What follows belongs to an exercise in optimizing a design on an open flow for small area and a short achievable clock period; a production flow would make more cautious choices. Only simulation tests tie the RTL to the original design; equivalence was not proved.

## flow/design.v (module list and top-level ports; edited modules follow where they fit)
// module CSA_3_2: 10 lines
// module BOOTH_ENC: 10 lines
// module HA_2_2: 9 lines
// module CPA_32: 200 lines
// module conv1d: 2072 lines
module conv1d (
    input clk,
    input rst_n,
    input w_valid,
    input [47:0] w_in,
    input [15:0] x,
    input [15:0] b,
    output [31:0] y
);
  // ...
==> flow/run.sh <==
#!/bin/bash
# synth_recipe.tcl (not shown) runs the flow's synth.tcl, then flattens the netlist and writes it again
# the make line also repeats each setting of config.mk as NAME=value (left out here)
make -C /OpenROAD-flow-scripts/flow DESIGN_CONFIG=/design/flow/config.mk WORK_HOME=/design/flow/orfs CLKGATE_MAP_FILE= SYNTH_SCRIPT=/design/flow/synth_recipe.tcl finish
==> flow/config.mk <==
export PLATFORM = sky130hd
export DESIGN_NAME = conv1d
export DESIGN_NICKNAME = conv1d
export VERILOG_FILES = /design/flow/design.v
export SDC_FILE = /design/flow/constraint.sdc
export NUM_CORES = 4
export LEC_CHECK = 0
export CAP_MARGIN = 20
export CORE_MARGIN = 2
export CORE_UTILIZATION = 40
export SETUP_SLACK_MARGIN = 5
export SLEW_MARGIN = 20
export SYNTH_HIERARCHICAL = 1
export SYNTH_MINIMUM_KEEP_SIZE = 0
==> flow/constraint.sdc <==
create_clock -name core_clock -period 10.0 [get_ports {clk}]
set_input_delay 2.0000 -clock core_clock [delete_from_list [all_inputs] [get_ports {clk}]]
set_output_delay 2.0000 -clock core_clock [all_outputs]
set_load 0.01 [all_outputs]
==> results by group, run 1 <==
Run status
  • Outcome: finished clean

Clocking
  • Post-CTS Hold Fix Bufs: 0
  • Clock H-tree levels: 2
  • CTS clock-pin slew for the worst setup and hold paths: 0.06 ns
  • Post-CTS setup buffer count: 0

Synthesis
  • Synth Area in XOR/XNOR: 13.9%
  • Number of enable flip-flop cells after synthesis: 0
  • Post-synthesis adder-cell area fraction: 27.9%
  • Async S/R FF share, synth: 96.2%

Critical path
  • Crit-path cells: buf_4, fa_1, fa_1, fa_1, ha_1, nand3_1, a211oi_1, o211ai_1, a21oi_1, nor2_1, o311ai_0
  • Slowest stage delay, CP: 0.57 ns
  • Worst R2R Start: dneg[3]$_DFF_PN0_
  • Worst EP arrival: between 5 and 6 ns
  • WP buf/inv: 1
  • Worst Path Max Fanout: 37

Layout
  • Max-area cell class: multi-input gates
  • Number of multi-input logic gates: 1905

Global routing
  • GR met3 Demand/Resource: slightly below 3%

Placement
  • GP Congestion: 0.846
  • Detailed Place HPWL: around 55 mm
  • # port buffers: ~110
  • Dpl ws: just over 5 ns

Timing
  • Worst rel slew slack: between 20% and 30%
  • Worst slew pin tran: 1.05 ns
  • Final Max Tran Viols: 0
  • Final Worst Setup Slack: approximately 5.3 ns
==> run 2, diff against run 1 <==
--- a/flow/config.mk
+++ b/flow/config.mk
@@ -8,5 +8,6 @@
 export CAP_MARGIN = 20
 export CORE_MARGIN = 2
-export CORE_UTILIZATION = 40
+export CORE_UTILIZATION = 65
+export PLACE_DENSITY = 0.75
 export SETUP_SLACK_MARGIN = 5
 export SLEW_MARGIN = 20
==> results by group, run 2 <==
Synthesis
  • Post-synth cell types: 56 (unchanged)
  • Cells after Synth: 2627 (unchanged)
  • Synthesis-stage register bit count: 426 (unchanged)
  • Mean Syn Cell Area: 12.0 sq um (unchanged)
  • Sequential share of the synthesized area: 33.8% (unchanged)
  • Primary FF master, synth: dfrtp_1 (unchanged)
  • Number of enable flip-flop cells after synthesis: 0 (unchanged)
  • Synth warnings: 7 (unchanged)
  • Top cells by instance count after synthesis: xnor2_1, dfrtp_1, a22oi_1 (unchanged)
  • Async S/R FF share, synth: 96.2% (unchanged)
  • Cell Area, Synth: 31400 sq um (unchanged)
  • Most common cell in the netlist: xnor2_1 (unchanged)
  • Share of the synthesized area in the top cell type: 30.6% (unchanged)
  • Yosys top cell by area: dfrtp_1 (unchanged)
  • Synth top area cells: dfrtp_1, fa_1, xnor2_1 (unchanged)

Global routing
  • Global-route wire length before repair: 123 mm (was 132 mm)
  • Vias in the first global route: 23200 (was 23000)
  • Largest net degree at the start of global routing: 153 (was 98)
  • Initial antenna violation count: 0 (unchanged)
  • Global route total overflow: 0 (unchanged)
  • GRT Total Usage: 31.5% (was 20.5%)

Timing
  • Setup TNS: 0 ns (unchanged)
  • Worst rel slew slack: 27.7% (was 29.9%)
  • Final Worst Setup Slack: 5.37 ns (was 5.29 ns)
  • Final Setup Violations: 0 (unchanged)
  • Tmin final: 4.63 ns (was 4.71 ns)
  • Max Clock Freq: 0.216 GHz (was 0.212 GHz)
  • Unrepaired setup endpoints after global routing: no (was yes)
  • Final Max Tran Viols: 0 (unchanged)
  • Fin. Hold Viols: 0 (unchanged)
  • Crit share post-route: 46.3% (was 47.1%)
  • Worst slew pin tran: 1.08 ns (was 1.05 ns)
  • Final Skew: 0.0256 ns (was 0.0297 ns)

Critical path
  • Crit path capture type: register (unchanged)
  • Worst Path Max Fanout: 37 (unchanged)
  • Slowest stage delay, CP: 0.66 ns (was 0.57 ns)
  • Worst EP arrival: 5.12 ns (was 5.19 ns)
  • Reg2Reg Depth: 11 (unchanged)
  • Crit path top cell by count: fa_1 (unchanged)
  • Worst Setup Start Kind: register (unchanged)
  • Crit-path cells: buf_4, fa_1, fa_1, fa_1, ha_1, a21oi_1, o22ai_1, o211ai_1, a21oi_1, or4_1, o2111a_1 (was buf_4, fa_1, fa_1, fa_1, ha_1, nand3_1, a211oi_1, o211ai_1, a21oi_1, nor2_1, o311ai_0)
  • WP data required: 10.49 ns (was 10.48 ns)
  • Slowest CP cell: o211ai_1 (was fa_1)
  • Setup CP Type: reg -> reg (unchanged)

Drt
  • Vias: 21100 (was 20700)
  • Vias per cell: 6.46 (was 5.60)
  • Routed wire length: 76.2 mm (was 81.3 mm)
  • WL/cell: 23.3 um (was 22.0 um)
  • DR pass1 iterations: 7 (was 6)
  • Remaining DRCs: 0 (unchanged)
  • Final ANT Viol Nets: 0 (unchanged)
  • DRT iter0 DRCs: 1814 (was 1695)

Placement
  • Detailed Place HPWL: 51.0 mm (was 55.5 mm)
  • Placed inst area: 32600 sq um (was 33100 sq um)
  • # port buffers: 114 (unchanged)
  • GP Congestion: 0.861 (was 0.846)
  • Dpl ws: 5.23 ns (was 5.20 ns)

Layout
  • Most common cell after layout, fill and taps aside: xnor2_1 (unchanged)
  • Largest regs: a2 (32), yr (32), br (17) (unchanged)
  • Share of layout cells above drive strength 1: 9.19% (was 9.44%)
  • Commonest cells after routing, fill and taps aside: xnor2_1, dfrtp_1, a22oi_1, fa_1, ha_1 (unchanged)
  • Area grow syn2layout: 9.47% (was 11.2%)
  • Finished layout cell area: 34400 sq um (was 34900 sq um)
  • Final #Nets: 3194 (was 3196)
  • Ant. Diodes: 0 (unchanged)

Clocking
  • Worst skew pair latency: 0.61 ns (was 0.60 ns)
  • CTS Sinks: 426 (unchanged)
  • Clk buf depth: 3 (unchanged)
  • CTS root buffer: clkbuf_16 (unchanged)
  • Post-CTS setup buffer count: 0 (unchanged)
  • CTS resizes: 0 (unchanged)
  • Post-CTS Hold Fix Bufs: 0 (unchanged)
  • Cts bufs inserted: 48 (was 51)
  • CTS clock-pin slew for the worst setup and hold paths: 0.06 ns (about the same)
  • Clock H-tree levels: 2 (unchanged)
  • CTS tree: done (unchanged)

Floorplanning
  • Total I/O pin count: 115 (unchanged)
  • Die Wd: 224 um (was 284 um)
  • Die area: 50100 sq um (was 80700 sq um)
  • Core Rows: 80 (was 102)
  • Die Span Y: 224 um (was 284 um)
  • Initial Util: 65.8% (was 40.5%)
  • Core area: 47700 sq um (was 77600 sq um)

Run status
  • Outcome: finished clean (unchanged)

Min path
  • Hold depth: 0 (unchanged)
  • Hold crit path type: reg -> reg (unchanged)

Run
  • Max_cap viols: 0 (unchanged)
## run 2: cells by family after synthesis
kind of cell | synth area share (%)
mux | 1.91
flops | 33.8
other cells | 0.0119
simple gates | 4.23
xor+xnor | 13.9
compound gates | 14.0
buf+inv | 4.27
fa+ha+maj | 27.9
## run 2: area by class of cell
cell class	instances	area, sq um
Clock buffer	71	1430
Clock inverter	19	312
Fill cell	3261	13400
Inverter	80	300
Multi-Input combinational cell	1905	19500
Sequential cell	426	10600
Tap cell	615	769
Timing Repair Buffer	153	1460
## run 2: critical path: cells and delay by family (launching register included)
kind                       cells  cell delay, ns
DFF                            1            0.38
AOI/OAI and AO/OA              5            1.40
and+or+nand+nor                1            0.54
buffers and inverters          1            0.35
adders and majority gates      4            1.84
## run 2: metal layers
metal / global-route usage (%) / wire (um)
met4: 12.8 / 2710
met1: 39.9 / 29500
met3: 4.30 / 5330
met2: 55.2 / 38600
met5: 0 / 0
## run 2: final timing paths
kind                                    from           endpoint  slack (ns)
min                         a2[31]$_DFF_PN0_   bc0_31$_DFF_PN1_        0.35
min in group asynchronous              rst_n    yr[8]$_DFF_PN0_        1.46
max in group asynchronous              rst_n  dneg[7]$_DFF_PN0_        7.15
max reg2reg                dneg[3]$_DFF_PN0_   yr[28]$_DFF_PN0_        5.37
min reg2reg                 a2[31]$_DFF_PN0_   bc0_31$_DFF_PN1_        0.35
max                        dneg[3]$_DFF_PN0_   yr[28]$_DFF_PN0_        5.37
## run 2: modules after synthesis (local to each module, per instance)
module     cells  copies in the design  flip-flops and latches
BOOTH_ENC      5                     8                       0
CSA_3_2        1                   322                       0
conv1d      1595                     1                     426
CPA_32       202                     3                       0
HA_2_2         1                    64                       0
## run 2: through the flow
stage / hold WS (ns) / cells / utilization (%)
floorplan: 0.333 / 2633 / -
global placement: 0.339 / 3179 / 68.3
detailed placement: 0.337 / 3179 / 68.3
CTS: 0.355 / 3269 / 72.0
global route: 0.372 / 3269 / 72.0
finish: 0.352 / 3269 / 72.0

what the ideal ports hide:
The results above use ideal ports. As a check the final layouts listed here were re-extracted and re-timed, cells and wires unchanged.
Step 1 assumes that a clkbuf_16 drives the clock port and a buf_2 every other input.
Step 2 adds t to the input delays and takes it off the output delays; t is the mean of the earliest and latest rising clock arrival at the registers after step 1. Input paths then give back, and output paths get back, about the clock's delay inside the block.
a / b / c = ideal / step 1 / step 2; a / b = the first two.
| run | t (ns) | slack for setup (ns) | worst register clock-pin slew, ns |
|---|---|---|---|
| run 1 | 0.651 | 5.289 / 5.289 / 5.144 | 0.06 / 0.06 |
| run 2 | 0.657 | 5.370 / 5.370 / 5.178 | 0.06 / 0.06 |
After both steps every run listed still meets setup and hold. The setup slack of run 2, which loses most, moves by 0.000 ns with the drivers and by -0.192 ns with both steps.
